This is an optimization exercise on Yosys and OpenROAD, whose aim is small area and a short achievable clock period, not a production implementation. Where RTL was checked, it was by simulation tests only, not by an equivalence proof against the original. Function not checked in run 8: the RTL went through the layout flow alone. Power and IR drop assume default switching activity.

## design/flow/flow/run.sh

```bash
#!/bin/bash
# The standard ORFS layout with two changes:
#  - plain buf_1 cells as the port buffers,
#  - timing repair aimed at setup slack >= 26 ns.
set -euo pipefail
bash standard.sh BUFFER_PORTS_ARGS="-buffer_cell sky130_fd_sc_hd__buf_1" \
    SETUP_SLACK_MARGIN=26 finish > make_finish.log 2>&1
```

## design/flow/standard.sh

```bash
#!/bin/bash
# synth_recipe.tcl (not shown) runs the flow's synth.tcl, then flattens the netlist and writes it again
# the make line also repeats each setting of config.mk as NAME=value (left out here)
make -C /OpenROAD-flow-scripts/flow DESIGN_CONFIG=/design/flow/config.mk WORK_HOME=/design/flow/orfs CLKGATE_MAP_FILE= SYNTH_SCRIPT=/design/flow/synth_recipe.tcl "${@:-finish}"
```

## design/flow/config.mk

```make
export PLATFORM = sky130hd
export DESIGN_NAME = adder_32bit
export DESIGN_NICKNAME = adder_32bit
export VERILOG_FILES = /design/flow/design.v
export SDC_FILE = /design/flow/constraint.sdc
export NUM_CORES = 4
export LEC_CHECK = 0
export ABC_AREA = 1
export CAP_MARGIN = 20
export CORE_MARGIN = 2
export CORE_UTILIZATION = 40
export SLEW_MARGIN = 20
```

## design/flow/constraint.sdc

```tcl
create_clock -name core_clock -period 40.0 [get_ports {clk}]
set_input_delay 8.0000 -clock core_clock [delete_from_list [all_inputs] [get_ports {clk}]]
set_output_delay 8.0000 -clock core_clock [all_outputs]
set_load 0.01 [all_outputs]
```

## design/flow/design.v

```verilog
`timescale 1ns / 1ps
module CompareAndShift32Bit (
    input  [30:0] a,
    input  [30:0] b,
    input         sub,
    output        a_ge_b,
    output [7:0]  exp_x,
    output [22:0] frac_x,
    output [23:0] man_x,
    output [23:0] al_man_y
);
    wire [7:0] ea = a[30:23];
    wire [7:0] eb = b[30:23];
    wire [7:0] ep = ~(ea ^ eb);
    wire [7:0] eg = ea & ~eb;
    reg  [7:0] EG, EP;
    integer l, j;
    always @(*) begin
        EG = eg;
        EP = ep;
        for (l = 0; l < 3; l = l + 1)
            for (j = 0; j < 8; j = j + 1)
                if (((j >> l) & 1) == 1) begin
                    EG[j] = EG[j] | (EP[j] & EG[((j >> l) << l) - 1]);
                    EP[j] = EP[j] & EP[((j >> l) << l) - 1];
                end
    end
    wire exp_gt = EG[7];
    wire exp_eq = EP[7];
    reg [22:0] gg, tt;
    integer s, i;
    always @(*) begin
        gg = a[22:0] & ~b[22:0];
        tt = a[22:0] | ~b[22:0];
        for (s = 1; s < 23; s = s * 2)
            for (i = 2*s - 1; i < 23; i = i + 2*s) begin
                gg[i] = gg[i] | (tt[i] & gg[i-s]);
                tt[i] = tt[i] & tt[i-s];
            end
        gg[22] = gg[22] | (tt[22] & (gg[21] | (tt[21] & (gg[19] | (tt[19] & gg[15])))));
        tt[22] = tt[22] & tt[21] & tt[19] & tt[15];
    end
    wire frac_ge = gg[22] | tt[22];
    assign a_ge_b = exp_gt | (exp_eq & frac_ge);
    assign exp_x  = a_ge_b ? ea : eb;
    assign frac_x = a_ge_b ? a[22:0] : b[22:0];
    assign man_x  = {exp_x != 8'd0, frac_x};
    wire [7:0]  shift = ep ^ (exp_gt ? {EG[6:0] | EP[6:0], 1'b1} : ~{EG[6:0], 1'b0});
    wire [22:0] frac_y = a_ge_b ? b[22:0] : a[22:0];
    wire        hid_y  = a_ge_b ? (eb != 8'd0) : (ea != 8'd0);
    wire [23:0] man_y  = {hid_y, frac_y} ^ {24{sub}};
    wire [15:0] f = {16{sub}};
    wire [23:0] s0 = shift[0] ? {f[0],    man_y[23:1]} : man_y;
    wire [23:0] s1 = shift[1] ? {f[1:0],  s0[23:2]}    : s0;
    wire [23:0] s2 = shift[2] ? {f[3:0],  s1[23:4]}    : s1;
    wire [23:0] s3 = shift[3] ? {f[7:0],  s2[23:8]}    : s2;
    wire [23:0] s4 = shift[4] ? {f[15:0], s3[23:16]}   : s3;
    assign al_man_y = (shift[7:5] != 3'd0) ? {24{sub}} : s4;
endmodule
`timescale 1ns / 1ps
module Addition32Bit (
    input         sub,
    input  [23:0] x,
    input  [23:0] y,
    output [24:0] res
);
    wire [23:0] p = x ^ y;
    wire [23:0] g = x & y;
    reg  [23:0] G, P;
    integer s, i;
    always @(*) begin
        G = {g[23:1], g[0] | (p[0] & sub)};
        P = p;
        for (s = 1; s < 24; s = s * 2)
            for (i = 2*s - 1; i < 24; i = i + 2*s) begin
                G[i] = G[i] | (P[i] & G[i-s]);
                P[i] = P[i] & P[i-s];
            end
        for (s = 8; s >= 1; s = s / 2)
            for (i = 3*s - 1; i < 24; i = i + 2*s) begin
                G[i] = G[i] | (P[i] & G[i-s]);
                P[i] = P[i] & P[i-s];
            end
    end
    assign res[23:0] = p ^ {G[22:0], sub};
    assign res[24]   = G[23] & ~sub;
endmodule
`timescale 1ns / 1ps
module Normalization32Bit (
    input  [24:0] res,
    input  [7:0]  exp_base,
    output [22:0] man_res,
    output [7:0]  exp_res,
    output        overflow
);
    wire [7:0] e = exp_base + 8'd1;
    wire [31:0] r = {res, 7'h7f};
    wire z16 = (r[31:16] == 16'd0);
    wire [15:0] q1 = z16 ? r[15:0] : r[31:16];
    wire z8 = (q1[15:8] == 8'd0);
    wire [7:0] q2 = z8 ? q1[7:0] : q1[15:8];
    wire z4 = (q2[7:4] == 4'd0);
    wire [3:0] q3 = z4 ? q2[3:0] : q2[7:4];
    wire z2 = (q3[3:2] == 2'd0);
    wire [1:0] q4 = z2 ? q3[1:0] : q3[3:2];
    wire z1 = ~q4[1];
    wire [4:0] lz = {z16, z8, z4, z2, z1};
    wire big = e[7:5] != 3'd0;
    wire [4:0] k;
    wire [5:0] lt, gt;  
    assign lt[5] = big;
    assign gt[5] = 1'b0;
    genvar i;
    generate
        for (i = 4; i >= 0; i = i - 1) begin : g_min
            assign k[i] = gt[i+1] ? e[i] : (lt[i+1] ? lz[i] : (lz[i] & e[i]));
            assign lt[i] = lt[i+1] | (~gt[i+1] & ~lz[i] & e[i]);
            assign gt[i] = gt[i+1] | (~lt[i+1] & lz[i] & ~e[i]);
        end
    endgenerate
    wire [24:0] n = res << k;
    assign exp_res = n[24] ? e - {3'd0, k} : 8'd0;
    assign man_res = n[23:1];
    assign overflow = (exp_base == 8'd254) & res[24];
endmodule
`timescale 1ns / 1ps
module adder_32bit(
    input clk,
    input rst,
    input [31:0] i_a,
    input [31:0] i_b,
    input i_vld,
    output [31:0] o_res,
    output reg o_res_vld,
    output overflow
);
wire sign_a = i_a[31];
wire sign_b = i_b[31];
wire        a_ge_b;
wire [7:0]  exp_x;
wire [22:0] frac_x;
wire [23:0] man_x, al_man_y;
wire [24:0] res;
CompareAndShift32Bit u_CompareAndShift32Bit (
    .a(i_a[30:0]),
    .b(i_b[30:0]),
    .sub(sign_a ^ sign_b),
    .a_ge_b(a_ge_b),
    .exp_x(exp_x),
    .frac_x(frac_x),
    .man_x(man_x),
    .al_man_y(al_man_y)
);
Addition32Bit u_Addition32Bit (
    .sub(sign_a ^ sign_b),
    .x(man_x),
    .y(al_man_y),
    .res(res)
);
wire exp_a_max = &i_a[30:23];
wire exp_b_max = &i_b[30:23];
wire special   = exp_a_max | exp_b_max;
wire nan_res   = (|frac_x) | (exp_a_max & exp_b_max & (sign_a ^ sign_b));
wire x_zero    = (exp_x == 8'd0) & (frac_x == 23'd0);
wire sign_res  = a_ge_b ? (sign_a & ~x_zero) : sign_b;
reg [24:0] r_res;
reg [7:0]  r_exp;
reg        r_sign, r_nan;
always @(posedge clk or posedge rst) begin
    if (rst) begin
        r_res <= 25'b0;
        r_exp <= 8'b0;
        r_sign <= 1'b0;
        r_nan <= 1'b0;
        o_res_vld <= 1'b0;
    end else begin
        r_res <= res;
        r_exp <= exp_x;
        r_sign <= sign_res & ~(special & nan_res);
        r_nan <= special & nan_res;
        o_res_vld <= i_vld;
    end
end
wire        r_special = &r_exp;
wire [22:0] man_res;
wire [7:0]  exp_res;
wire        operation_overflow;
Normalization32Bit u_Normalization32Bit (
    .res(r_res),
    .exp_base(r_exp),
    .man_res(man_res),
    .exp_res(exp_res),
    .overflow(operation_overflow)
);
assign o_res[31]    = r_sign;
assign o_res[30:23] = exp_res | {8{r_special}};
assign o_res[22]    = r_special ? r_nan : man_res[22];
assign o_res[21:0]  = man_res[21:0] & {22{~r_special}};
assign overflow     = r_special | operation_overflow;
endmodule
```

==> flow_metrics.env, run 1 <==
export IMPL_ys_seq_area_frac=0.120
export IMPL_cts_tree="yes"
export IMPL_synth_ff_latch_count=36
export IMPL_post_synth_num_cell_types=47
export IMPL_swShare=0.578
export IMPL_clkTransAtPathRegs_ns=0.05
export IMPL_vias=9075
export IMPL_num_fill_cells=2014
export IMPL_post_route_min_period_ns=13.76
export IMPL_layout_setup_ws_ns=26.24
export IMPL_endpoint_kind="flop"
export IMPL_required_ns=40.15
export IMPL_cpMostUsedCell="nand3_1"
export IMPL_hold_viol=0
export IMPL_p_comb_frac=0.809
export IMPL_cp_slowest_cell="clkinvlp_2"
export IMPL_max_cap_violations=0
export IMPL_finalNetCount=1549
export IMPL_final_common_cell="nand2_1"
export IMPL_yosysWarnings=3
export IMPL_h_tree_depth=2
export IMPL_antenna_found_initial=0
export IMPL_startpoint_type="input pin"
export IMPL_num_io_pins=101
export IMPL_p_per_area_nw_per_um2=60.6
export IMPL_syn_num_nets=1464
export IMPL_grtUsageMet1=0.317
export IMPL_drcViolationCount=0
export IMPL_power_w=0.000520
export IMPL_drive_above_1_share=0.0685
export IMPL_n_antenna_cell=0
export IMPL_drt_iter0_markers=818
export IMPL_syn_inst=1345
export IMPL_yosys_area_top_type_share=0.236
export IMPL_io_buffers=100
export IMPL_relSlewSlack=0.425
export IMPL_crit_path_max_fanout=11
export IMPL_seqPwrFrac=0.117
export IMPL_tns_ns=0
export IMPL_slew_viol_final=0
export IMPL_grt_setup_unrepaired="false"
export IMPL_core_area_um2=18600
export IMPL_first_global_vias=8302
export IMPL_fp_dieH_um=141
export IMPL_critPathArrivalTime_ns=13.91
export IMPL_synth_top_flop_cell="dfrtp_1"
export IMPL_finalWirelength_um=25500
export IMPL_met2_usage=0.422
export IMPL_drt_pass1_iter_count=6
export IMPL_status="timing/DRC/antenna clean"
export IMPL_holdBufCountCts=0
export IMPL_num_rows=50
export IMPL_pre_cts_slack_ns=24.39
export IMPL_dieArea_um2=19900
export IMPL_hpwl_um=20100
export IMPL_clock_sinks=36
export IMPL_crit_path_max_incr_delay_ns=0.44
export IMPL_intPower_w=0.000219
export IMPL_fin_crit_sh=0.344
export IMPL_synth_top_cell_by_area="nand3_1"
export IMPL_power_switching_w=0.000301
export IMPL_ant_nets=0
export IMPL_clockRootBuffer="clkbuf_16"
export IMPL_gp_congestion=1.02
export IMPL_start_util=0.405
export IMPL_grt_max_degree=81
export IMPL_overflow=0
export IMPL_synth_cell_area_um2=7520
export IMPL_cts_buffers=5
export IMPL_p_leak_nw=4.47
export IMPL_tightest_slew_ns=0.853
export IMPL_syn2layout_area_growth_pct=14.1
export IMPL_track_usage=0.248
export IMPL_final_cell_mix="nand2_1 (361), nand3_1 (353), inv_1 (170), buf_1 (97), nor2_1 (70)"
export IMPL_met3_usage=0.0241
export IMPL_synth_edff_count=0
export IMPL_clkPwrFrac=0.074
export IMPL_clock_path_buffers=2
export IMPL_synth_area_top_cells="nand3_1 (24%), nand2_1 (18%), dfrtp_1 (12%)"
export IMPL_die_w_um=141
export IMPL_avgViaCountPerCell=5.45
export IMPL_async_reset_ff_frac=1.00
export IMPL_path_class="input pin to flop"
export IMPL_holdCritPathClass="input pin to async pin"
export IMPL_grt_pass1_wl_um=40700
export IMPL_gr_max_usage_layer="met2"
export IMPL_peakVddDrop_mv=0.0220
export IMPL_post_drt_wl_per_cell_um=15.3
export IMPL_setup_violations=0
export IMPL_timing_fmax_mhz=72.7
export IMPL_synth_area_per_cell_um2=5.59
[cells in the mapped netlist, types with 10 or more instances]
| library cell | n |
|---|---|
| nand2_1 | 363 |
| clkbuf_1 | 23 |
| dfrtp_1 | 36 |
| buf_2 | 15 |
| nor2_1 | 70 |
| inv_1 | 174 |
| o21ai_1 | 14 |
| fa_1 | 14 |
| ha_1 | 38 |
| a21oi_1 | 31 |
| o21ai_0 | 61 |
| xor2_1 | 20 |
| o211ai_1 | 14 |
| nor3_1 | 10 |
| nand3_1 | 354 |
[critical path, delay by kind of cell]
family | cells | cell delay, ns
and+or+nand+nor | 15 | 1.80
AOI/OAI and AO/OA | 7 | 1.42
buffers and inverters | 7 | 1.06
adders and majority gates | 3 | 1.00
xor gates and xnor gates | 2 | 0.41
muxes | 1 | 0.22
[power by group through the flow]
stage               combinational, W  clock [W]  sequential [W]
floorplan                   0.000305          0       0.0000583
global placement            0.000397          0       0.0000612
detailed placement          0.000397          0       0.0000617
CTS                         0.000405  0.0000397       0.0000612
global route                0.000474  0.0000411       0.0000637
finish                      0.000420  0.0000385       0.0000610
[timing repair]
item	4_1_cts	5_1_grt
resized for setup	21	20
setup endpoints to repair	17	8
setup buffers	4	11
cloned	3	5
pin swaps	1	6
[worst paths after layout]
kind                        endpoint  slack (ns)    start
worst max-delay path       r_res[21]       26.24  i_b[23]
worst min-delay path       o_res_vld        7.77      rst
min in group core_clock    o_res_vld        7.83    i_vld
max in group asynchronous  r_res[11]       31.92      rst
[logic make-up after synthesis]
group	after synthesis	share of synthesized area
xor+xnor	29	0.0338
fa+ha+maj	52	0.101
buf+inv	234	0.124
flops	36	0.120
simple gates	842	0.504
compound gates	151	0.116
mux	1	0.00133
[metal layers]
metal	vias up	part of all wire
met3	77	0.065
met4	0	0.044
met2	375	0.47
li1	4619	-
met1	4004	0.43
met5	-	0
[state kept, by name (all words and copies together), names as in the netlist]
register,cells
r_res,25
r_exp,8
o_res_vld,1
r_nan,1
r_sign,1
[stage by stage]
| step | util | area, um^2 | hold slack (ns) | instances |
|---|---|---|---|---|
| 6_report | 0.462 | 8580 | 7.77 | 1664 |
| 3_3_place_gp | 0.431 | 8010 | 8.08 | 1633 |
| 5_1_grt | 0.462 | 8580 | 7.83 | 1664 |
| 3_5_place_dp | 0.431 | 8010 | 8.08 | 1633 |
| 4_1_cts | 0.447 | 8300 | 7.79 | 1647 |
| 2_1_floorplan | - | 7520 | 8.03 | 1345 |
[layout make-up]
| type | count | area (um^2) | area share |
|---|---|---|---|
| multi-input cells | 1076 | 5840 | 0.680 |
| flip-flops and latches | 36 | 901 | 0.105 |
| inverters | 181 | 707 | 0.0824 |
| repair buffers | 126 | 663 | 0.0773 |
| well taps | 234 | 293 | 0.0341 |
| clock buffers | 7 | 153 | 0.0178 |
| repair inverters | 4 | 25.0 | 0.00292 |
==> run 2, diff against run 1 <==
==> design/flow/flow/run.sh (replaced) <==
#!/bin/bash
# The standard ORFS layout with two changes:
#  - plain buf_1 cells as the port buffers,
#  - timing repair aimed at setup slack >= 27 ns.
set -euo pipefail
bash standard.sh BUFFER_PORTS_ARGS="-buffer_cell sky130_fd_sc_hd__buf_1" \
    SETUP_SLACK_MARGIN=27 finish > make_finish.log 2>&1
==> run 2 against run 1 <==
Effect of this change: critical path type unchanged; sequential power is 1% higher; largest power group unchanged; routed wire length up 12%; flip-flop and latch count did not move; final area grew 17%; global-route usage is 2.9 points higher; power grew 12%; sequential share of layout area down 1.5 points; area after synthesis did not move.
==> flow_metrics.env, run 2 <==
export IMPL_status="timing/DRC/antenna clean"
export IMPL_synth_edff_count=0
export IMPL_avgViaCountPerCell=5.56
export IMPL_clock_sinks=36
export IMPL_synth_top_cell_by_area="nand3_1"
export IMPL_setup_violations=0
export IMPL_cts_buffers=5
export IMPL_crit_path_max_incr_delay_ns=0.44
export IMPL_yosys_area_top_type_share=0.236
export IMPL_start_util=0.405
export IMPL_cpMostUsedCell="buf_4"
export IMPL_num_io_pins=101
export IMPL_clock_path_buffers=2
export IMPL_synth_area_top_cells="nand3_1 (24%), nand2_1 (18%), dfrtp_1 (12%)"
export IMPL_drt_pass1_iter_count=6
export IMPL_regMostFlops="r_res"
export IMPL_grt_max_degree=41
export IMPL_drive_above_1_share=0.212
export IMPL_ant_nets=0
export IMPL_drt_iter0_markers=997
export IMPL_dpl_cell_count=1633
export IMPL_cts_tree="yes"
export IMPL_largest_register_ffs=25
export IMPL_vias=9715
export IMPL_synth_commonest_cells="nand2_1 (363), nand3_1 (354), inv_1 (174)"
export IMPL_synth_ff_latch_count=36
export IMPL_post_route_min_period_ns=13.22
export IMPL_gp_congestion=0.994
export IMPL_final_area_um2=10000
export IMPL_syn2layout_area_growth_pct=33.0
export IMPL_fp_dieH_um=141
export IMPL_crit_family="buffers and inverters"
export IMPL_final_common_cell="nand2_1"
export IMPL_crit_buf_inv=18
export IMPL_final_cell_mix="nand2_1 (314), nand3_1 (306), inv_1 (161), buf_4 (91), buf_1 (90)"
export IMPL_post_drt_wl_per_cell_um=16.3
export IMPL_io_buffers=100
export IMPL_holdBufCountCts=0
export IMPL_antenna_found_initial=0
export IMPL_p_leak_nw=5.05
export IMPL_peakVddDrop_mv=0.0177
export IMPL_startpoint="i_a[24]"
export IMPL_post_synth_num_cell_types=47
export IMPL_tightest_slew_ns=1.02
export IMPL_track_usage=0.276
export IMPL_finalNetCount=1631
export IMPL_dieArea_um2=19900
export IMPL_reg_top3="r_res x25, r_exp x8"
export IMPL_relSlewSlack=0.322
export IMPL_critPathArrivalTime_ns=13.37
export IMPL_n_antenna_cell=0
export IMPL_max_cap_violations=0
export IMPL_synth_top_flop_cell="dfrtp_1"
export IMPL_synth_most_common_cell="nand2_1"
export IMPL_yosysWarnings=3
export IMPL_power_w=0.000580
export IMPL_grt_setup_unrepaired="true"
export IMPL_endpoint_kind="flop"
export IMPL_core_area_um2=18600
export IMPL_timing_fmax_mhz=75.7
export IMPL_drcViolationCount=0
export IMPL_place_area_um2=8120
export IMPL_tns_ns=0
export IMPL_die_w_um=141
export IMPL_syn_inst=1345
export IMPL_finalWirelength_um=28500
export IMPL_first_global_vias=8987
export IMPL_p_per_area_nw_per_um2=58.0
export IMPL_num_rows=50
export IMPL_required_ns=40.16
export IMPL_crit_path_max_fanout=8
export IMPL_async_reset_ff_frac=1.00
export IMPL_clkTransAtPathRegs_ns=0.06
export IMPL_syn_num_nets=1464
export IMPL_hpwl_um=20600
export IMPL_path_class="input pin to flop"
export IMPL_synth_area_per_cell_um2=5.59
export IMPL_fin_crit_sh=0.330
export IMPL_grt_pass1_wl_um=44900
export IMPL_cp_slowest_cell="fa_1"
export IMPL_synth_cell_area_um2=7520
export IMPL_clockRootBuffer="clkbuf_16"
export IMPL_overflow=0
export IMPL_ys_seq_area_frac=0.120
export IMPL_fin_cells=1747
export IMPL_holdCritPathClass="input pin to async pin"
export IMPL_slew_viol_final=0
export IMPL_startpoint_type="input pin"
export IMPL_hold_viol=0
export IMPL_h_tree_depth=2
-- run 2: area by class of cell --
type,count,area [um^2]
Clock buffer,6,139
Clock inverter,2,15.0
Fill cell,1832,8580
Inverter,181,719
Multi-Input combinational cell,1075,6460
Sequential cell,36,902
Tap cell,234,293
Timing Repair Buffer,207,1430
Timing Repair inverter,6,40.0
-- run 2: timing repair --
item / in CTS / in global routing
buffers inserted: 65 / 29
cloned: 8 / 4
setup endpoints to repair: 23 / 16
pin swaps: 32 / 65
hold endpoints to repair: 0 / 0
gates resized for setup: 75 / 134
-- run 2: worst max-delay path by stage --
stage / to / cells after the start
after global routing: r_res[22] / 41
after floorplan: r_res[21] / 36
after CTS: r_res[22] / 40
after global placement: r_res[22] / 37
after detailed placement: r_res[21] / 36
final: r_res[23] / 42
-- run 2: cell families after synthesis --
family                   after synthesis  share of synthesized area
AND/OR/NAND/NOR                      842                      0.504
buffers and inverters                234                      0.124
AO/OA/AOI/OAI                        151                      0.116
adder cells (fa/ha/maj)               52                      0.101
flip-flops                            36                      0.120
XOR/XNOR                              29                     0.0338
multiplexers                           1                    0.00133
-- run 2: power by group --
group,internal [W],switching (W)
combinational,0.000175,0.000305
clock,0.0000247,0.0000140
sequential,0.0000511,0.0000107
total,0.000251,0.000329
-- run 2: metal layers --
layer  GRT usage  part of all wire  routed length, um  vias to the layer above
li1            -                 -                  -                     4788
met3      0.0139             0.063               1800                      119
met4       0.123             0.054               1550                        0
met1       0.354              0.40              11500                     4301
met5           0                 0                  0                        -
met2       0.480              0.48              13700                      507
-- run 2: through the flow --
| step | utilization | worst slack, ns | hold WS (ns) |
|---|---|---|---|
| global route | 0.538 | 26.59 | 7.55 |
| global placement | 0.437 | 25.16 | 7.84 |
| floorplan | - | 27.02 | 8.03 |
| CTS | 0.496 | 26.89 | 7.54 |
| finish | 0.538 | 26.79 | 7.54 |
| detailed placement | 0.437 | 24.94 | 7.84 |
==> run 3, diff against run 2 <==
==> design/flow/flow/run.sh (replaced) <==
#!/bin/bash
# The standard ORFS layout with two changes:
#  - plain buf_1 cells as the port buffers,
#  - timing repair aimed at setup slack >= 28 ns.
set -euo pipefail
bash standard.sh BUFFER_PORTS_ARGS="-buffer_cell sky130_fd_sc_hd__buf_1" \
    SETUP_SLACK_MARGIN=28 finish > make_finish.log 2>&1
==> run 3 against run 2 <==
Effect of this change: via count is 5.8% higher; die area stayed put; flip-flop and latch count stayed put; critical path type unchanged; largest power group unchanged; highest routed layer unchanged.
==> flow_metrics.env, run 3 <==
export IMPL_h_tree_depth=2
export IMPL_antenna_found_initial=0
export IMPL_holdCritPathClass="input pin to async pin"
export IMPL_synth_top_cell_by_area="nand3_1"
export IMPL_num_fill_cells=1691
export IMPL_synth_area_top_cells="nand3_1 (24%), nand2_1 (18%), dfrtp_1 (12%)"
export IMPL_dieArea_um2=19900
export IMPL_p_comb_frac=0.851
export IMPL_synth_edff_count=0
export IMPL_clkPwrFrac=0.059
export IMPL_path_class="input pin to flop"
export IMPL_post_route_min_period_ns=13.10
export IMPL_yosys_area_share_simple=0.504
export IMPL_n_antenna_cell=0
export IMPL_ant_nets=0
export IMPL_p_leak_nw=5.67
export IMPL_synth_xor_area_frac=0.0338
export IMPL_timing_fmax_mhz=76.3
export IMPL_holdBufCountCts=0
export IMPL_regArea_um2=905
export IMPL_synth_most_common_cell="nand2_1"
export IMPL_syn_inst=1345
export IMPL_die_w_um=141
export IMPL_synth_commonest_cells="nand2_1 (363), nand3_1 (354), inv_1 (174)"
export IMPL_relSlewSlack=0.303
export IMPL_hold_viol=0
export IMPL_intPower_w=0.000297
export IMPL_layout_setup_ws_ns=26.90
export IMPL_synth_compound_area_share=0.116
export IMPL_clkTransAtPathRegs_ns=0.05
export IMPL_synth_top_family_by_area="simple AND/OR/NAND/NOR gates"
export IMPL_drive_above_1_share=0.302
export IMPL_largest_register_ffs=25
export IMPL_pre_cts_slack_ns=25.25
export IMPL_synth_top_flop_cell="dfrtp_1"
export IMPL_clock_path_buffers=2
export IMPL_ys_seq_area_frac=0.120
export IMPL_first_global_vias=9401
export IMPL_final_common_cell="nand2_1"
export IMPL_slew_viol_final=0
export IMPL_hpwl_um=20300
export IMPL_yosys_area_top_type_share=0.236
export IMPL_clock_sinks=36
export IMPL_crit_path_max_fanout=5
export IMPL_regMostFlops="r_res"
export IMPL_io_buffers=100
export IMPL_seqPwrFrac=0.089
export IMPL_startpoint_type="input pin"
export IMPL_crit_path_max_incr_delay_ns=0.41
export IMPL_cp_slowest_cell="fa_1"
export IMPL_num_io_pins=101
export IMPL_worstSetupEndpoint="r_res[22]"
export IMPL_endpoint_kind="flop"
export IMPL_async_reset_ff_frac=1.00
export IMPL_required_ns=40.21
export IMPL_fin_crit_sh=0.327
export IMPL_cts_buffers=5
export IMPL_syn2layout_area_growth_pct=50.2
export IMPL_finalWirelength_um=30500
export IMPL_p_per_area_nw_per_um2=58.6
export IMPL_reg_top3="r_res x25, r_exp x8"
export IMPL_setup_violations=0
export IMPL_max_cap_violations=0
export IMPL_tns_ns=0
export IMPL_synth_fa_ha_area_frac=0.101
export IMPL_grt_max_degree=40
export IMPL_fp_dieH_um=141
export IMPL_status="timing/DRC/antenna clean"
export IMPL_startpoint="i_b[24]"
export IMPL_final_cell_mix="nand2_1 (310), nand3_1 (253), inv_1 (161), buf_4 (134), nand3_2 (93)"
export IMPL_finalNetCount=1701
export IMPL_post_drt_wl_per_cell_um=16.8
export IMPL_track_usage=0.282
export IMPL_drt_pass1_iter_count=6
export IMPL_place_area_um2=8160
export IMPL_core_area_um2=18600
export IMPL_grt_setup_unrepaired="true"
export IMPL_start_util=0.405
export IMPL_cpMostUsedCell="nand3_2"
export IMPL_clockRootBuffer="clkbuf_16"
export IMPL_power_switching_w=0.000364
export IMPL_gp_congestion=0.964
export IMPL_post_synth_num_cell_types=47
export IMPL_final_area_um2=11300
export IMPL_grt_pass1_wl_um=46000
export IMPL_peakVddDrop_mv=0.0255
export IMPL_syn_num_nets=1464
export IMPL_vias=10300
export IMPL_avgViaCountPerCell=5.66
export IMPL_synth_area_per_cell_um2=5.59
export IMPL_synth_area_mux_share=0.00133
export IMPL_tightest_slew_ns=1.03
export IMPL_cts_tree="yes"
export IMPL_drt_iter0_markers=901
export IMPL_overflow=0
export IMPL_synth_ff_latch_count=36
export IMPL_synth_cell_area_um2=7520
export IMPL_yosysWarnings=3
export IMPL_drcViolationCount=0
export IMPL_num_rows=50
export IMPL_multiInputGateArea_um2=7010
export IMPL_critPathArrivalTime_ns=13.31
export IMPL_swShare=0.550
[run 3: cell types whose count changed in the layout (fill, tap and decap cells not counted), sizes merged]
| cell | before | now |
|---|---|---|
| inv | 173 | 175 |
| clkbuf | 12 | 13 |
| bufbuf | 1 | 2 |
| buf | 200 | 267 |
| clkinvlp | 14 | 6 |
| nand2 | 375 | 379 |
| clkinv | 2 | 4 |
[run 3: kinds of logic after synthesis]
logic type      count (synthesis)
xor+xnor                       29
buf+inv                       234
mux                             1
flops                          36
fa+ha+maj                      52
simple gates                  842
compound gates                151
[run 3: per-stage QoR]
step	std cells	power [W]	hold WS, ns	util
after global routing	1816	0.000719	7.56	0.608
final	1816	0.000662	7.55	0.608
after global placement	1633	0.000467	7.84	0.439
after floorplan	1345	0.000373	8.03	-
after detailed placement	1633	0.000470	7.84	0.439
after CTS	1757	0.000580	7.54	0.550
[run 3: worst min path at each step]
stage	to	slack, ns	cells past startpoint
global route	r_sign	7.56	2
finish	r_sign	7.55	2
global placement	o_res_vld	7.84	2
floorplan	o_res_vld	8.03	0
CTS	o_res_vld	7.54	2
detailed placement	o_res_vld	7.84	2
[run 3: worst max-delay path: cells and delay by family]
family | cells | cell delay (ns)
AO/OA/AOI/OAI | 7 | 1.32
buffers and inverters | 9 | 0.82
AND/OR/NAND/NOR | 21 | 1.83
adder cells (fa/ha/maj) | 4 | 1.32
[run 3: repair_timing]
| item | 4_1_cts | 5_1_grt |
|---|---|---|
| endpoints found under the setup margin | 46 | 54 |
| endpoints found under the hold margin | 0 | 0 |
| gates resized for setup | 195 | 149 |
| gates cloned | 13 | 4 |
| buffers inserted | 104 | 54 |
| pin swaps | 56 | 84 |
[run 3: area by class of cell]
type / instances / share of cell area
clock buffers: 7 / 0.0135
inverters: 181 / 0.0659
multi-input cells: 1079 / 0.621
flip-flops and latches: 36 / 0.0801
well taps: 234 / 0.0259
repair buffers: 275 / 0.191
repair inverters: 4 / 0.00277
[run 3: layer usage]
layer | vias up | GRT usage | wire length [um]
met5 | - | 0 | 0
met4 | 0 | 0.166 | 2180
met3 | 167 | 0.0258 | 1830
met2 | 517 | 0.488 | 14700
met1 | 4661 | 0.342 | 11800
li1 | 4938 | - | -
[run 3: power by group through the flow]
stage	Combinational, W	Clock [W]	Sequential (W)
6_report	0.000563	0.0000392	0.0000591
5_1_grt	0.000616	0.0000419	0.0000612
4_1_cts	0.000480	0.0000403	0.0000593
3_5_place_dp	0.000408	0	0.0000617
3_3_place_gp	0.000406	0	0.0000616
2_1_floorplan	0.000315	0	0.0000583
==> run 4, diff against run 3 <==
==> design/flow/flow/run.sh (replaced) <==
#!/bin/bash
# The standard ORFS layout with two changes:
#  - plain buf_1 cells as the port buffers,
#  - timing repair aimed at setup slack >= 26.5 ns.
set -euo pipefail
bash standard.sh BUFFER_PORTS_ARGS="-buffer_cell sky130_fd_sc_hd__buf_1" \
    SETUP_SLACK_MARGIN=26.5 finish > make_finish.log 2>&1
--- a/design/flow/config.mk
+++ b/design/flow/config.mk
@@ -10,3 +10,4 @@
 export CORE_MARGIN = 2
 export CORE_UTILIZATION = 40
+export CTS_BUF_LIST = sky130_fd_sc_hd__clkbuf_4 sky130_fd_sc_hd__clkbuf_8
 export SLEW_MARGIN = 20
==> run 4 against run 3 <==
Effect of this change: combinational power is 23% lower; flip-flop and latch count unchanged; count of clock-buffer cells in the layout stayed put; critical path depth is 1 lower; largest cell class unchanged; core utilization shrank 13 points; highest routed layer unchanged; die area unchanged; via count fell by 10%; sequential share of layout area grew 2.2 points; clock power shrank 32%; first-iteration DRC count is 11% lower; critical endpoint unchanged; power shrank 21%.
==> flow_metrics.env, run 4 <==
export IMPL_status="timing/DRC/antenna clean"
export IMPL_synth_top_flop_cell="dfrtp_1"
export IMPL_regMostFlops="r_res"
export IMPL_crit_path_max_incr_delay_ns=0.42
export IMPL_startpoint="i_b[24]"
export IMPL_fp_dieH_um=141
export IMPL_drcViolationCount=0
export IMPL_critPathArrivalTime_ns=13.49
export IMPL_syn_num_nets=1464
export IMPL_final_cell_mix="nand2_1 (355), nand3_1 (345), inv_1 (167), buf_1 (97), nor2_1 (68)"
export IMPL_timing_fmax_mhz=75.4
export IMPL_post_drt_wl_per_cell_um=15.5
export IMPL_synth_edff_count=0
export IMPL_drt_pass1_iter_count=6
export IMPL_holdCritPathClass="input pin to async pin"
export IMPL_clock_path_buffers=2
export IMPL_setup_violations=0
export IMPL_p_leak_nw=4.57
export IMPL_layout_setup_ws_ns=26.73
export IMPL_gp_congestion=0.954
export IMPL_grt_setup_unrepaired="false"
export IMPL_synth_top_family_by_area="simple AND/OR/NAND/NOR gates"
export IMPL_cts_tree="yes"
export IMPL_overflow=0
export IMPL_synth_most_common_cell="nand2_1"
export IMPL_post_synth_num_cell_types=47
export IMPL_synth_compound_area_share=0.116
export IMPL_hold_ws_ns=7.77
export IMPL_io_buffers=100
export IMPL_die_w_um=141
export IMPL_syn_inst=1345
export IMPL_syn2layout_area_growth_pct=17.2
export IMPL_pre_cts_slack_ns=24.45
export IMPL_cts_buffers=5
export IMPL_path_class="input pin to flop"
export IMPL_num_io_pins=101
export IMPL_n_antenna_cell=0
export IMPL_tightest_slew_ns=1.11
export IMPL_drive_above_1_share=0.0970
export IMPL_post_route_min_period_ns=13.27
export IMPL_peakVddDrop_mv=0.0174
export IMPL_largest_register_ffs=25
export IMPL_antenna_found_initial=0
export IMPL_ys_seq_area_frac=0.120
export IMPL_cp_slowest_cell="fa_1"
export IMPL_grt_max_degree=37
export IMPL_final_common_cell="nand2_1"
export IMPL_synth_xor_area_frac=0.0338
export IMPL_synth_commonest_cells="nand2_1 (363), nand3_1 (354), inv_1 (174)"
export IMPL_h_tree_depth=2
export IMPL_num_rows=50
export IMPL_ant_nets=0
export IMPL_yosys_area_top_type_share=0.236
export IMPL_clockRootBuffer="clkbuf_8"
export IMPL_reg_top3="r_res x25, r_exp x8"
export IMPL_multiInputGateArea_um2=5980
export IMPL_crit_path_max_fanout=8
export IMPL_tns_ns=0
export IMPL_relSlewSlack=0.260
export IMPL_hold_viol=0
export IMPL_fin_crit_sh=0.332
export IMPL_grt_pass1_wl_um=41300
export IMPL_regArea_um2=901
export IMPL_cpMostUsedCell="nand2_1"
export IMPL_clkTransAtPathRegs_ns=0.06
export IMPL_dpl_cell_count=1633
export IMPL_dieArea_um2=19900
export IMPL_finalWirelength_um=26000
export IMPL_first_global_vias=8208
export IMPL_required_ns=40.22
export IMPL_synth_area_top_cells="nand3_1 (24%), nand2_1 (18%), dfrtp_1 (12%)"
export IMPL_final_util=0.474
export IMPL_vias=9228
export IMPL_hpwl_um=20000
export IMPL_track_usage=0.254
export IMPL_yosysWarnings=3
export IMPL_endpoint_kind="flop"
export IMPL_synth_ff_latch_count=36
export IMPL_core_area_um2=18600
export IMPL_avgViaCountPerCell=5.50
export IMPL_synth_fa_ha_area_frac=0.101
export IMPL_drt_iter0_markers=798
export IMPL_clock_sinks=36
export IMPL_yosys_area_share_simple=0.504
export IMPL_synth_area_per_cell_um2=5.59
export IMPL_fin_cells=1678
export IMPL_p_per_area_nw_per_um2=59.0
export IMPL_synth_cell_area_um2=7520
export IMPL_slew_viol_final=0
export IMPL_synth_top_cell_by_area="nand3_1"
export IMPL_max_cap_violations=0
export IMPL_async_reset_ff_frac=1.00
export IMPL_start_util=0.405
export IMPL_synth_area_mux_share=0.00133
export IMPL_num_fill_cells=2048
export IMPL_finalNetCount=1563
export IMPL_startpoint_type="input pin"
run 4: cell counts after synthesis:
No cell type changed its count.
run 4: area by class of cell:
cell class	instances	share of cell area
flip-flops and latches	36	0.102
well taps	234	0.0332
inverters	181	0.0802
clock buffers	7	0.0109
multi-input cells	1076	0.679
repair buffers	140	0.0914
repair inverters	4	0.00341
run 4: kinds of logic after synthesis:
group / Yosys count
mux: 1
flops: 36
simple gates: 842
compound gates: 151
xor+xnor: 29
fa+ha+maj: 52
buf+inv: 234
run 4: per-layer routing:
| metal | routed length [um] | vias up | part of all wire | track usage |
|---|---|---|---|---|
| met2 | 12400 | 397 | 0.48 | 0.436 |
| met3 | 1390 | 84 | 0.053 | 0.0187 |
| met4 | 1240 | 0 | 0.048 | 0.118 |
| li1 | - | 4649 | - | - |
| met1 | 11000 | 4098 | 0.42 | 0.324 |
| met5 | 0 | - | 0 | 0 |
run 4: worst max-delay path by stage:
stage | to | depth (start not counted)
after floorplan | r_res[22] | 35
after global placement | r_res[22] | 37
after detailed placement | r_res[22] | 37
after CTS | r_res[21] | 41
after global routing | r_res[22] | 40
final | r_res[22] | 40
run 4: what timing repair did:
item | 4_1_cts | 5_1_grt
gates resized for setup | 39 | 43
endpoints found under the hold margin | 0 | 0
endpoints found under the setup margin | 22 | 9
gates cloned | 7 | 2
hold buffers | 0 | 0
pin swaps | 8 | 16
setup buffers | 14 | 15
run 4: power breakdown:
part           switching [W]  internal (W)
Sequential         0.0000101     0.0000510
Combinational       0.000284      0.000149
Clock              0.0000112     0.0000153
Total               0.000305      0.000215
run 4: worst max-delay path, delay by kind of cell:
kind / cells / cell delay [ns]
AOI/OAI and AO/OA: 8 / 1.51
and+or+nand+nor: 20 / 1.79
adders and majority gates: 4 / 1.38
buffers and inverters: 8 / 0.80
run 4: through the flow:
stage                     total power (W)  instance area [um^2]
after global routing             0.000580                  8810
after floorplan                  0.000365                  7550
final                            0.000520                  8810
after CTS                        0.000505                  8520
after detailed placement         0.000462                  8030
after global placement           0.000460                  8030
==> run 5, diff against run 4 <==
==> design/flow/flow/run.sh (replaced) <==
#!/bin/bash
# The standard ORFS layout with two changes:
#  - plain buf_1 cells as the port buffers,
#  - timing repair aimed at setup slack >= 26 ns.
set -euo pipefail
bash standard.sh BUFFER_PORTS_ARGS="-buffer_cell sky130_fd_sc_hd__buf_1" \
    SETUP_SLACK_MARGIN=26 finish > make_finish.log 2>&1
--- a/design/flow/config.mk
+++ b/design/flow/config.mk
@@ -9,5 +9,5 @@
 export CAP_MARGIN = 20
 export CORE_MARGIN = 2
-export CORE_UTILIZATION = 40
+export CORE_UTILIZATION = 50
 export CTS_BUF_LIST = sky130_fd_sc_hd__clkbuf_4 sky130_fd_sc_hd__clkbuf_8
 export SLEW_MARGIN = 20
==> run 5 against run 4 <==
Effect of this change: fmax decreased by 2.3%; still clean on timing, DRC and antenna; via count increased by 0.39%; non-clock buffer count decreased by 10; core utilization increased by 11 points; final cell count decreased by 3.6%; die area decreased by 19%; clock power increased by 64%; final area decreased by 3.2%; combinational power decreased by 2%.
==> flow_metrics.env, run 5 <==
export IMPL_yosys_area_top_type_share=0.236
export IMPL_post_synth_num_cell_types=47
export IMPL_slew_viol_final=0
export IMPL_drt_pass1_iter_count=7
export IMPL_io_buffers=100
export IMPL_async_reset_ff_frac=1.00
export IMPL_tightest_slew_ns=1.07
export IMPL_yosysWarnings=3
export IMPL_ant_nets=0
export IMPL_startpoint_type="input pin"
export IMPL_core_area_um2=14600
export IMPL_num_rows=44
export IMPL_vias=9264
export IMPL_dpl_cell_count=1586
export IMPL_p_leak_nw=4.48
export IMPL_timing_fmax_mhz=73.6
export IMPL_cts_buffers=5
export IMPL_dieArea_um2=16000
export IMPL_largest_register_ffs=25
export IMPL_gp_congestion=0.946
export IMPL_holdCritPathClass="input pin to async pin"
export IMPL_synth_top_cell_by_area="nand3_1"
export IMPL_track_usage=0.309
export IMPL_finalWirelength_um=25300
export IMPL_intPower_w=0.000226
export IMPL_cp_slowest_cell="fa_1"
export IMPL_synth_area_per_cell_um2=5.59
export IMPL_post_drt_wl_per_cell_um=15.7
export IMPL_clkPwrFrac=0.082
export IMPL_synth_commonest_cells="nand2_1 (363), nand3_1 (354), inv_1 (174)"
export IMPL_antenna_found_initial=0
export IMPL_regMostFlops="r_res"
export IMPL_num_io_pins=101
export IMPL_holdBufCountCts=0
export IMPL_synth_most_common_cell="nand2_1"
export IMPL_peakVddDrop_mv=0.0231
export IMPL_required_ns=40.16
export IMPL_setup_violations=0
export IMPL_clkTransAtPathRegs_ns=0.07
export IMPL_synth_cell_area_um2=7520
export IMPL_fin_crit_sh=0.339
export IMPL_syn_num_nets=1464
export IMPL_seqPwrFrac=0.116
export IMPL_clock_sinks=36
export IMPL_syn_inst=1345
export IMPL_hpwl_um=19900
export IMPL_drt_iter0_markers=913
export IMPL_hold_viol=0
export IMPL_critPathArrivalTime_ns=13.74
export IMPL_synth_top_flop_cell="dfrtp_1"
export IMPL_path_class="input pin to flop"
export IMPL_power_switching_w=0.000302
export IMPL_endpoint_kind="flop"
export IMPL_p_per_area_nw_per_um2=61.8
export IMPL_post_route_min_period_ns=13.58
export IMPL_synth_area_top_cells="nand3_1 (24%), nand2_1 (18%), dfrtp_1 (12%)"
export IMPL_finalNetCount=1552
export IMPL_drcViolationCount=0
export IMPL_avgViaCountPerCell=5.73
export IMPL_reg_top3="r_res x25, r_exp x8"
export IMPL_grt_max_degree=81
export IMPL_first_global_vias=8440
export IMPL_cts_tree="yes"
export IMPL_ys_seq_area_frac=0.120
export IMPL_clockRootBuffer="clkbuf_8"
export IMPL_grt_pass1_wl_um=40800
export IMPL_synth_ff_latch_count=36
export IMPL_syn2layout_area_growth_pct=13.5
export IMPL_status="timing/DRC/antenna clean"
export IMPL_die_w_um=127
export IMPL_max_cap_violations=0
export IMPL_relSlewSlack=0.283
export IMPL_swShare=0.572
export IMPL_overflow=0
export IMPL_start_util=0.515
export IMPL_final_common_cell="nand2_1"
export IMPL_final_cell_mix="nand2_1 (361), nand3_1 (353), inv_1 (169), buf_1 (99), nor2_1 (69)"
export IMPL_drive_above_1_share=0.0704
export IMPL_h_tree_depth=2
export IMPL_tns_ns=0
export IMPL_n_antenna_cell=0
export IMPL_p_comb_frac=0.802
export IMPL_fin_cells=1618
export IMPL_clock_path_buffers=2
export IMPL_crit_path_max_fanout=14
export IMPL_crit_path_max_incr_delay_ns=0.43
export IMPL_fp_dieH_um=127
export IMPL_synth_edff_count=0
export IMPL_grt_setup_unrepaired="false"
run 5: power by group through the flow:
stage,logic (W),clock network (W),registers [W]
floorplan,0.000305,0,0.0000583
global placement,0.000397,0,0.0000612
detailed placement,0.000399,0,0.0000617
CTS,0.000408,0.0000443,0.0000610
global route,0.000478,0.0000459,0.0000628
finish,0.000423,0.0000434,0.0000611
run 5: critical path, delay by kind of cell:
kind                       cells  cell delay (ns)
and+or+nand+nor               15             1.53
AOI/OAI and AO/OA              7             1.24
buffers and inverters          7             0.88
adders and majority gates      4             1.46
muxes                          1             0.19
xor gates and xnor gates       2             0.42
run 5: cell type report:
cell class | count | area [um^2]
fillers | 1595 | 6060
clock buffers | 5 | 68.8
clock inverters | 3 | 90.1
flip-flops and latches | 36 | 901
repair buffers | 130 | 683
multi-input cells | 1075 | 5830
repair inverters | 4 | 25.0
well taps | 184 | 230
inverters | 181 | 707
run 5: cells by family (layout without fill, tap and decap cells):
family,Yosys count,count (layout),synth area share
compound gates,151,151,0.116
xor+xnor,29,29,0.0338
fa+ha+maj,52,52,0.101
buf+inv,234,323,0.124
flops,36,36,0.120
mux,1,1,0.00133
simple gates,842,842,0.504
run 5: repair_timing:
| action | CTS | global route |
|---|---|---|
| cloned | 3 | 4 |
| resized for setup | 20 | 20 |
| setup endpoints to repair | 17 | 9 |
| buffers inserted | 4 | 13 |
| pin swaps | 2 | 8 |
run 5: layer usage:
| layer | track usage | up-vias | routed length [um] |
|---|---|---|---|
| met1 | 0.380 | 4133 | 10200 |
| li1 | - | 4633 | - |
| met2 | 0.538 | 411 | 12100 |
| met5 | 0 | - | 0 |
| met3 | 0.0228 | 87 | 1630 |
| met4 | 0.169 | 0 | 1420 |
run 5: stage by stage:
| step | hold slack [ns] | instance area, um^2 | total power, W | setup slack [ns] | utilization |
|---|---|---|---|---|---|
| 6_report | 7.56 | 8530 | 0.000527 | 26.42 | 0.585 |
| 5_1_grt | 7.55 | 8530 | 0.000587 | 25.95 | 0.585 |
| 4_1_cts | 7.55 | 8260 | 0.000513 | 26.03 | 0.566 |
| 3_5_place_dp | 7.86 | 7970 | 0.000460 | 24.42 | 0.546 |
| 3_3_place_gp | 7.85 | 7970 | 0.000458 | 24.54 | 0.546 |
| 2_1_floorplan | 8.03 | 7520 | 0.000364 | 26.26 | - |
run 5: final timing paths:
check / from / to / slack (ns) / cells after the start
max: i_b[24] / r_res[21] / 26.42 / 36
min in group core_clock: i_vld / o_res_vld / 7.81 / 1
min: rst / r_exp[7] / 7.56 / 2
max in group asynchronous: rst / r_res[7] / 31.84 / 3
==> run 6, diff against run 5 <==
--- a/design/flow/config.mk
+++ b/design/flow/config.mk
@@ -9,5 +9,5 @@
 export CAP_MARGIN = 20
 export CORE_MARGIN = 2
-export CORE_UTILIZATION = 50
+export CORE_UTILIZATION = 30
 export CTS_BUF_LIST = sky130_fd_sc_hd__clkbuf_4 sky130_fd_sc_hd__clkbuf_8
 export SLEW_MARGIN = 20
==> run 6 against run 5 <==
Effect of this change: hold slack worse by 0.042 ns; die area rose by 64%; area after synthesis is the same; power down 0.96%; first-iteration DRC count fell by 4.8%; largest power group unchanged.
==> flow_metrics.env, run 6 <==
export IMPL_endpoint_kind="flop"
export IMPL_start_util=0.307
export IMPL_grt_setup_unrepaired="false"
export IMPL_avgViaCountPerCell=5.26
export IMPL_drive_above_1_share=0.0851
export IMPL_cts_buffers=5
export IMPL_slew_viol_final=0
export IMPL_clkTransAtPathRegs_ns=0.07
export IMPL_num_io_pins=101
export IMPL_clockRootBuffer="clkbuf_8"
export IMPL_tightest_slew_ns=0.928
export IMPL_final_cell_mix="nand2_1 (359), nand3_1 (351), inv_1 (170), buf_1 (97), nor2_1 (69)"
export IMPL_synth_area_top_cells="nand3_1 (24%), nand2_1 (18%), dfrtp_1 (12%)"
export IMPL_finalWirelength_um=26600
export IMPL_tns_ns=0
export IMPL_drcViolationCount=0
export IMPL_startpoint_type="input pin"
export IMPL_pre_cts_slack_ns=24.32
export IMPL_synth_edff_count=0
export IMPL_overflow=0
export IMPL_p_per_area_nw_per_um2=59.2
export IMPL_grt_pass1_wl_um=41700
export IMPL_synth_area_per_cell_um2=5.59
export IMPL_grt_max_degree=37
export IMPL_synth_most_common_cell="nand2_1"
export IMPL_h_tree_depth=2
export IMPL_ys_seq_area_frac=0.120
export IMPL_gp_congestion=0.923
export IMPL_relSlewSlack=0.375
export IMPL_track_usage=0.193
export IMPL_post_route_min_period_ns=13.71
export IMPL_largest_register_ffs=25
export IMPL_crit_path_max_incr_delay_ns=0.45
export IMPL_crit_path_max_fanout=12
export IMPL_hold_viol=0
export IMPL_yosysWarnings=3
export IMPL_cp_slowest_cell="fa_1"
export IMPL_post_drt_wl_per_cell_um=15.1
export IMPL_required_ns=40.16
export IMPL_synth_cell_area_um2=7520
export IMPL_fin_crit_sh=0.343
export IMPL_antenna_found_initial=0
export IMPL_power_w=0.000522
export IMPL_num_rows=57
export IMPL_synth_top_flop_cell="dfrtp_1"
export IMPL_clock_path_buffers=2
export IMPL_core_area_um2=24500
export IMPL_crit_buf_inv=7
export IMPL_num_fill_cells=2784
export IMPL_vias=9302
export IMPL_cts_tree="yes"
export IMPL_drt_pass1_iter_count=6
export IMPL_finalNetCount=1563
export IMPL_synth_commonest_cells="nand2_1 (363), nand3_1 (354), inv_1 (174)"
export IMPL_peakVddDrop_mv=0.0412
export IMPL_max_cap_violations=0
export IMPL_crit_family="simple AND/OR/NAND/NOR gates"
export IMPL_timing_fmax_mhz=73.0
export IMPL_reg_top3="r_res x25, r_exp x8"
export IMPL_ant_nets=0
export IMPL_holdCritPathClass="input pin to async pin"
export IMPL_die_w_um=162
export IMPL_yosys_area_top_type_share=0.236
export IMPL_syn_num_nets=1464
export IMPL_drt_iter0_markers=869
export IMPL_regMostFlops="r_res"
export IMPL_hpwl_um=20500
export IMPL_dieArea_um2=26300
export IMPL_syn_inst=1345
export IMPL_place_area_um2=8130
export IMPL_path_class="input pin to flop"
export IMPL_async_reset_ff_frac=1.00
export IMPL_setup_violations=0
export IMPL_holdBufCountCts=0
export IMPL_p_leak_nw=4.55
export IMPL_syn2layout_area_growth_pct=17.3
export IMPL_layout_setup_ws_ns=26.29
export IMPL_fp_dieH_um=162
export IMPL_synth_ff_latch_count=36
export IMPL_clock_sinks=36
export IMPL_final_common_cell="nand2_1"
export IMPL_io_buffers=100
export IMPL_critPathArrivalTime_ns=13.87
export IMPL_synth_top_cell_by_area="nand3_1"
export IMPL_post_synth_num_cell_types=47
export IMPL_n_antenna_cell=0
export IMPL_status="timing/DRC/antenna clean"
export IMPL_first_global_vias=8285
export IMPL_final_area_um2=8820
## run 6: routing by layer
metal,global-route usage,up-vias,share of wire
met5,0,-,0
met2,0.316,372,0.45
met1,0.267,4207,0.46
met4,0.0684,0,0.033
li1,-,4658,-
met3,0.0140,65,0.061
## run 6: area by class of cell
cell class	instances	area, um^2	area share
Inverter	181	702	0.0796
Clock inverter	2	35.0	0.00397
Multi-Input combinational cell	1077	5900	0.669
Tap cell	324	405	0.0460
Timing Repair Buffer	139	779	0.0884
Clock buffer	6	76.3	0.00865
Sequential cell	36	901	0.102
Timing Repair inverter	4	25.0	0.00284
## run 6: what timing repair did
action | 4_1_cts | 5_1_grt
buffers inserted | 6 | 21
cloned | 4 | 5
setup endpoints to repair | 17 | 10
gates resized for setup | 20 | 35
pin swaps | 2 | 8
## run 6: path summary, 6_finish.rpt
check	from	to	cells after the start
max in group asynchronous	rst	r_res[1]	3
max	i_b[24]	r_res[21]	36
min in group core_clock	i_vld	o_res_vld	1
min	rst	o_res_vld	2
## run 6: metrics by stage
step,hold WS [ns],std cells,utilization
6_report,7.52,1769,0.361
5_1_grt,7.52,1769,0.361
4_1_cts,7.51,1742,0.344
3_5_place_dp,7.82,1724,0.332
3_3_place_gp,7.82,1724,0.332
2_1_floorplan,8.03,1345,-
## run 6: logic make-up (layout without fill, tap and decap cells)
group,Yosys count,after routing,synth area share
flip-flops,36,36,0.120
adder cells (fa/ha/maj),52,52,0.101
AO/OA/AOI/OAI,151,151,0.116
multiplexers,1,1,0.00133
XOR/XNOR,29,29,0.0338
buffers and inverters,234,332,0.124
AND/OR/NAND/NOR,842,844,0.504
## run 6: where the power goes
group	switching [W]	leakage, nW	internal (W)
registers	0.0000101	0.421	0.0000510
clock network	0.0000117	0.0586	0.0000191
logic	0.000284	4.07	0.000146
==> run 7, diff against run 6 <==
--- a/design/flow/config.mk
+++ b/design/flow/config.mk
@@ -9,5 +9,5 @@
 export CAP_MARGIN = 20
 export CORE_MARGIN = 2
-export CORE_UTILIZATION = 30
+export CORE_UTILIZATION = 40
 export CTS_BUF_LIST = sky130_fd_sc_hd__clkbuf_4 sky130_fd_sc_hd__clkbuf_8
 export SLEW_MARGIN = 20
==> run 7 against run 6 <==
Effect of this change: still clean on timing, DRC and antenna; area after synthesis unchanged; global-route usage increased by 5.4 points; first-iteration DRC count shrank 12%; synthesized cell count is the same; non-clock buffer count is 13 lower; critical path type unchanged; highest routed layer unchanged.
==> flow_metrics.env, run 7 <==
export IMPL_status="timing/DRC/antenna clean"
export IMPL_crit_path_max_incr_delay_ns=0.44
export IMPL_setup_violations=0
export IMPL_num_fill_cells=2034
export IMPL_post_drt_wl_per_cell_um=15.3
export IMPL_endpoint_kind="flop"
export IMPL_slew_viol_final=0
export IMPL_p_per_area_nw_per_um2=59.4
export IMPL_cpMostUsedCell="nand3_1"
export IMPL_cts_buffers=5
export IMPL_avgViaCountPerCell=5.44
export IMPL_num_io_pins=101
export IMPL_drive_above_1_share=0.0685
export IMPL_synth_commonest_cells="nand2_1 (363), nand3_1 (354), inv_1 (174)"
export IMPL_relSlewSlack=0.422
export IMPL_holdBufCountCts=0
export IMPL_clockRootBuffer="clkbuf_8"
export IMPL_h_tree_depth=2
export IMPL_tightest_slew_ns=0.857
export IMPL_drt_pass1_iter_count=8
export IMPL_grt_setup_unrepaired="false"
export IMPL_clock_path_buffers=2
export IMPL_startpoint_type="input pin"
export IMPL_max_cap_violations=0
export IMPL_grt_max_degree=81
export IMPL_drcViolationCount=0
export IMPL_finalNetCount=1549
export IMPL_cts_tree="yes"
export IMPL_reg_top3="r_res x25, r_exp x8"
export IMPL_synth_cell_area_um2=7520
export IMPL_final_cell_mix="nand2_1 (361), nand3_1 (353), inv_1 (170), buf_1 (97), nor2_1 (70)"
export IMPL_core_area_um2=18600
export IMPL_syn_inst=1345
export IMPL_start_util=0.405
export IMPL_hpwl_um=20100
export IMPL_hold_ws_ns=7.77
export IMPL_synth_edff_count=0
export IMPL_synth_top_cell_by_area="nand3_1"
export IMPL_first_global_vias=8292
export IMPL_fp_dieH_um=141
export IMPL_peakVddDrop_mv=0.0162
export IMPL_synth_most_common_cell="nand2_1"
export IMPL_yosysWarnings=3
export IMPL_path_class="input pin to flop"
export IMPL_synth_top_flop_cell="dfrtp_1"
export IMPL_synth_ff_latch_count=36
export IMPL_syn2layout_area_growth_pct=13.1
export IMPL_grt_pass1_wl_um=40600
export IMPL_regMostFlops="r_res"
export IMPL_syn_num_nets=1464
export IMPL_async_reset_ff_frac=1.00
export IMPL_synth_area_per_cell_um2=5.59
export IMPL_timing_fmax_mhz=72.9
export IMPL_critPathArrivalTime_ns=13.87
export IMPL_drt_iter0_markers=766
export IMPL_final_common_cell="nand2_1"
export IMPL_multiInputGateArea_um2=5820
export IMPL_yosys_area_top_type_share=0.236
export IMPL_n_antenna_cell=0
export IMPL_die_w_um=141
export IMPL_dieArea_um2=19900
export IMPL_cp_slowest_cell="fa_1"
export IMPL_gp_congestion=1.02
export IMPL_ant_nets=0
export IMPL_antenna_found_initial=0
export IMPL_tns_ns=0
export IMPL_post_route_min_period_ns=13.71
export IMPL_fin_crit_sh=0.343
export IMPL_required_ns=40.16
export IMPL_num_rows=50
export IMPL_holdCritPathClass="input pin to async pin"
export IMPL_largest_register_ffs=25
export IMPL_clock_sinks=36
export IMPL_ys_seq_area_frac=0.120
export IMPL_regArea_um2=901
export IMPL_overflow=0
export IMPL_io_buffers=100
export IMPL_crit_path_max_fanout=11
export IMPL_track_usage=0.247
export IMPL_clkTransAtPathRegs_ns=0.06
export IMPL_hold_viol=0
export IMPL_synth_area_top_cells="nand3_1 (24%), nand2_1 (18%), dfrtp_1 (12%)"
export IMPL_post_synth_num_cell_types=47
export IMPL_finalWirelength_um=25400
export IMPL_p_leak_nw=4.44
export IMPL_vias=9052
run 7: logic make-up (layout without fill, tap and decap cells):
| group | after synthesis | in the layout | synth area share |
|---|---|---|---|
| compound gates | 151 | 151 | 0.116 |
| xor+xnor | 29 | 29 | 0.0338 |
| fa+ha+maj | 52 | 52 | 0.101 |
| buf+inv | 234 | 318 | 0.124 |
| flops | 36 | 36 | 0.120 |
| mux | 1 | 1 | 0.00133 |
| simple gates | 842 | 843 | 0.504 |
run 7: timing repair:
| action | CTS | global route |
|---|---|---|
| endpoints found under the setup margin | 17 | 8 |
| gates resized for setup | 21 | 18 |
| gates cloned | 3 | 5 |
| setup buffers | 4 | 11 |
| pin swaps | 1 | 6 |
run 7: area by class of cell:
type	count	area share
Multi-Input combinational cell	1076	0.684
Sequential cell	36	0.106
Timing Repair Buffer	126	0.0780
Tap cell	234	0.0344
Clock buffer	7	0.0113
Inverter	181	0.0831
Timing Repair inverter	4	0.00294
run 7: per-stage QoR:
step,total power (W),instance area [um^2],util,instances,worst slack [ns]
5_1_grt,0.000565,8510,0.458,1664,25.98
3_3_place_gp,0.000458,8010,0.431,1633,24.58
6_report,0.000506,8510,0.458,1664,26.29
4_1_cts,0.000494,8240,0.444,1647,26.04
3_5_place_dp,0.000459,8010,0.431,1633,24.39
2_1_floorplan,0.000364,7520,-,1345,26.26
run 7: routing by layer:
| metal | vias up | GRT usage | share of wire |
|---|---|---|---|
| met5 | - | 0 | 0 |
| met4 | 0 | 0.106 | 0.043 |
| met2 | 412 | 0.423 | 0.47 |
| li1 | 4621 | - | - |
| met3 | 75 | 0.0248 | 0.065 |
| met1 | 3944 | 0.316 | 0.43 |
run 7: critical path, delay by kind of cell:
family / cells / cell delay [ns]
buffers and inverters: 7 / 1.05
adders and majority gates: 3 / 1.01
muxes: 1 / 0.22
AOI/OAI and AO/OA: 7 / 1.40
xor gates and xnor gates: 2 / 0.41
and+or+nand+nor: 15 / 1.77
run 7: report_power, final:
| group | leakage [nW] | internal, W | switching (W) |
|---|---|---|---|
| combinational | 3.97 | 0.000141 | 0.000277 |
| clock | 0.0503 | 0.0000153 | 0.0000111 |
| sequential | 0.421 | 0.0000510 | 0.00000973 |
run 7: final timing paths:
path | to | from | cells after the start | slack, ns
setup / recovery | r_res[21] | i_b[23] | 35 | 26.29
hold / removal | o_res_vld | rst | 3 | 7.77
max in group asynchronous | r_res[10] | rst | 3 | 31.93
min in group core_clock | o_res_vld | i_vld | 1 | 7.82
==> run 8, diff against run 7 <==
--- a/design/flow/design.v
+++ b/design/flow/design.v
@@ -89,10 +89,9 @@
 module Normalization32Bit (
     input  [24:0] res,
-    input  [7:0]  exp_base,
+    input  [7:0]  e,
     output [22:0] man_res,
     output [7:0]  exp_res,
     output        overflow
 );
-    wire [7:0] e = exp_base + 8'd1;
     wire [31:0] r = {res, 7'h7f};
     wire z16 = (r[31:16] == 16'd0);
@@ -122,5 +121,5 @@
     assign exp_res = n[24] ? e - {3'd0, k} : 8'd0;
     assign man_res = n[23:1];
-    assign overflow = (exp_base == 8'd254) & res[24];
+    assign overflow = (e == 8'd255) & res[24];
 endmodule
 `timescale 1ns / 1ps
@@ -165,6 +164,6 @@
 wire sign_res  = a_ge_b ? (sign_a & ~x_zero) : sign_b;
 reg [24:0] r_res;
-reg [7:0]  r_exp;
-reg        r_sign, r_nan;
+reg [7:0]  r_exp;   
+reg        r_sign, r_special, r_nan;
 always @(posedge clk or posedge rst) begin
     if (rst) begin
@@ -172,9 +171,11 @@
         r_exp <= 8'b0;
         r_sign <= 1'b0;
+        r_special <= 1'b0;
         r_nan <= 1'b0;
         o_res_vld <= 1'b0;
     end else begin
         r_res <= res;
-        r_exp <= exp_x;
+        r_exp <= exp_x + 8'd1;
+        r_special <= special;
         r_sign <= sign_res & ~(special & nan_res);
         r_nan <= special & nan_res;
@@ -182,5 +183,4 @@
     end
 end
-wire        r_special = &r_exp;
 wire [22:0] man_res;
 wire [7:0]  exp_res;
@@ -188,5 +188,5 @@
 Normalization32Bit u_Normalization32Bit (
     .res(r_res),
-    .exp_base(r_exp),
+    .e(r_exp),
     .man_res(man_res),
     .exp_res(exp_res),
--- a/design/flow/config.mk
+++ b/design/flow/config.mk
@@ -10,4 +10,3 @@
 export CORE_MARGIN = 2
 export CORE_UTILIZATION = 40
-export CTS_BUF_LIST = sky130_fd_sc_hd__clkbuf_4 sky130_fd_sc_hd__clkbuf_8
 export SLEW_MARGIN = 20
==> run 8 against run 7 <==
Effect of this change: largest cell class unchanged; critical endpoint unchanged; core utilization grew 2.7 points; critical path type unchanged; first-iteration DRC count rose by 16%; sequential power increased by 6.4%; critical path depth up 4; flip-flop and latch count is 1 higher.
==> flow_metrics.env, run 8 <==
export IMPL_status="timing/DRC/antenna clean"
export IMPL_regMostFlops="r_res"
export IMPL_vias=9580
export IMPL_cp_slowest_cell="fa_1"
export IMPL_start_util=0.411
export IMPL_n_antenna_cell=0
export IMPL_final_common_cell="nand2_1"
export IMPL_tns_ns=0
export IMPL_final_cell_mix="nand2_1 (394), nand3_1 (331), inv_1 (168), buf_1 (97), nor2_1 (69)"
export IMPL_num_fill_cells=2020
export IMPL_reg_top3="r_res x25, r_exp x8"
export IMPL_peakVddDrop_mv=0.0227
export IMPL_yosysWarnings=3
export IMPL_dpl_cell_count=1700
export IMPL_synth_commonest_cells="nand2_1 (401), nand3_1 (348), inv_1 (173)"
export IMPL_grt_setup_unrepaired="false"
export IMPL_syn_inst=1388
export IMPL_fin_cells=1748
export IMPL_async_reset_ff_frac=1.00
export IMPL_gp_congestion=1.00
export IMPL_ys_seq_area_frac=0.120
export IMPL_num_rows=50
export IMPL_final_util=0.484
export IMPL_grt_pass1_wl_um=43800
export IMPL_m1WireLength_um=11500
export IMPL_fp_dieH_um=143
export IMPL_drt_pass1_iter_count=7
export IMPL_p_comb_frac=0.804
export IMPL_power_switching_w=0.000321
export IMPL_hpwl_um=20800
export IMPL_cpMostUsedCell="nand3_1"
export IMPL_regArea_um2=926
export IMPL_clock_sinks=37
export IMPL_tightest_slew_ns=0.893
export IMPL_post_synth_num_cell_types=47
export IMPL_antenna_found_initial=0
export IMPL_grt_max_degree=43
export IMPL_synth_area_per_cell_um2=5.58
export IMPL_swShare=0.574
export IMPL_cts_buffers=5
export IMPL_fin_crit_sh=0.339
export IMPL_met3_length_um=2000
export IMPL_route_met2_wl_um=13000
export IMPL_max_cap_violations=0
export IMPL_finalNetCount=1606
export IMPL_path_class="input pin to flop"
export IMPL_post_route_min_period_ns=13.57
export IMPL_finalWirelength_um=27700
export IMPL_clkPwrFrac=0.081
export IMPL_num_io_pins=101
export IMPL_syn_num_nets=1507
export IMPL_dieArea_um2=20500
export IMPL_pre_cts_slack_ns=24.01
export IMPL_setup_violations=0
export IMPL_holdCritPathClass="input pin to async pin"
export IMPL_clock_path_buffers=2
export IMPL_slew_viol_final=0
export IMPL_core_area_um2=18800
export IMPL_endpoint_kind="flop"
export IMPL_crit_path_max_fanout=6
export IMPL_io_buffers=100
export IMPL_cts_tree="yes"
export IMPL_avgViaCountPerCell=5.48
export IMPL_drt_iter0_markers=891
export IMPL_layout_setup_ws_ns=26.43
export IMPL_synth_top_cell_by_area="nand3_1"
export IMPL_drcViolationCount=0
export IMPL_synth_area_top_cells="nand3_1 (22%), nand2_1 (19%), dfrtp_1 (12%)"
export IMPL_relSlewSlack=0.398
export IMPL_intPower_w=0.000239
export IMPL_timing_fmax_mhz=73.7
export IMPL_ant_nets=0
export IMPL_synth_ff_latch_count=37
export IMPL_yosys_area_top_type_share=0.225
export IMPL_p_leak_nw=4.77
export IMPL_multiInputGateArea_um2=6150
export IMPL_critPathArrivalTime_ns=13.72
export IMPL_startpoint_type="input pin"
export IMPL_die_w_um=143
export IMPL_p_per_area_nw_per_um2=61.4
export IMPL_overflow=0
export IMPL_syn2layout_area_growth_pct=17.7
export IMPL_synth_most_common_cell="nand2_1"
export IMPL_seqPwrFrac=0.116
export IMPL_post_drt_wl_per_cell_um=15.8
export IMPL_crit_path_max_incr_delay_ns=0.44
export IMPL_dr_max_layer_used="met4"
export IMPL_clkTransAtPathRegs_ns=0.05
export IMPL_synth_top_flop_cell="dfrtp_1"
export IMPL_hold_ws_ns=7.53
export IMPL_synth_edff_count=0
export IMPL_drive_above_1_share=0.110
export IMPL_holdBufCountCts=0
export IMPL_track_usage=0.266
export IMPL_clockRootBuffer="clkbuf_16"
export IMPL_h_tree_depth=2
export IMPL_largest_register_ffs=25
export IMPL_first_global_vias=8524
export IMPL_hold_viol=0
export IMPL_required_ns=40.15
export IMPL_synth_cell_area_um2=7750
run 8: cell count changes after synthesis, moves of 4 or more:
| cell | delta |
|---|---|
| nand3_1 | -6 |
| nand2_1 | +38 |
| inv_2 | +6 |
| o211ai_1 | -11 |
| nand3_2 | +9 |
| buf_2 | +4 |
run 8: worst max-delay path, delay by kind of cell:
| kind | cells | cell delay (ns) |
|---|---|---|
| fa+ha+maj | 4 | 1.44 |
| compound gates | 7 | 1.10 |
| xor+xnor | 2 | 0.40 |
| buf+inv | 8 | 0.98 |
| simple gates | 17 | 1.57 |
| mux | 1 | 0.22 |
run 8: area by class of cell:
class,instances,area share
repair inverters,3,0.00247
clock inverters,2,0.00412
inverters,183,0.0772
multi-input cells,1114,0.674
repair buffers,143,0.0896
flip-flops and latches,37,0.102
clock buffers,6,0.0152
well taps,260,0.0357
run 8: logic make-up (layout without fill, tap and decap cells):
logic type	after synthesis	count (layout)	synth area share
compound gates	140	140	0.102
xor+xnor	31	31	0.0351
fa+ha+maj	52	52	0.0976
buf+inv	239	337	0.122
flops	37	37	0.120
mux	1	1	0.00129
simple gates	888	890	0.523
run 8: path summary, 6_finish.rpt:
kind	startpoint	endpoint	slack, ns	cells after the start
setup / recovery	i_b[23]	r_res[21]	26.43	39
hold / removal	rst	o_res_vld	7.53	2
max in group asynchronous	rst	r_res[2]	31.89	3
min in group core_clock	i_vld	o_res_vld	7.82	1
run 8: metrics by stage:
stage | instance area [um^2] | total power, W
6_report | 9120 | 0.000560
5_1_grt | 9120 | 0.000622
4_1_cts | 8770 | 0.000546
3_5_place_dp | 8280 | 0.000485
3_3_place_gp | 8280 | 0.000482
2_1_floorplan | 7750 | 0.000381
run 8: power by group through the flow:
stage / sequential (W) / clock [W] / combinational [W]
final: 0.0000647 / 0.0000451 / 0.000450
after global routing: 0.0000669 / 0.0000480 / 0.000507
after global placement: 0.0000648 / 0 / 0.000417
after floorplan: 0.0000607 / 0 / 0.000321
after CTS: 0.0000646 / 0.0000462 / 0.000435
after detailed placement: 0.0000652 / 0 / 0.000420
run 8: what timing repair did:
item,4_1_cts,5_1_grt
cloned,6,3
resized for setup,29,44
buffers inserted,12,19
hold endpoints to repair,0,0
pin swaps,7,14
endpoints found under the setup margin,17,10
run 8: metal layers:
| metal | up-vias | track usage |
|---|---|---|
| li1 | 4759 | - |
| met1 | 4257 | 0.345 |
| met2 | 465 | 0.452 |
| met3 | 99 | 0.0309 |
| met4 | 0 | 0.0985 |
| met5 | - | 0 |

Check on run 8: ideal ports give 26.429 ns setup slack; a clkbuf_16 on the clock port and buf_2 on the inputs give 26.432 ns; moving port delays by the midpoint clock arrival (0.309 ns) as well gives 26.122 ns.
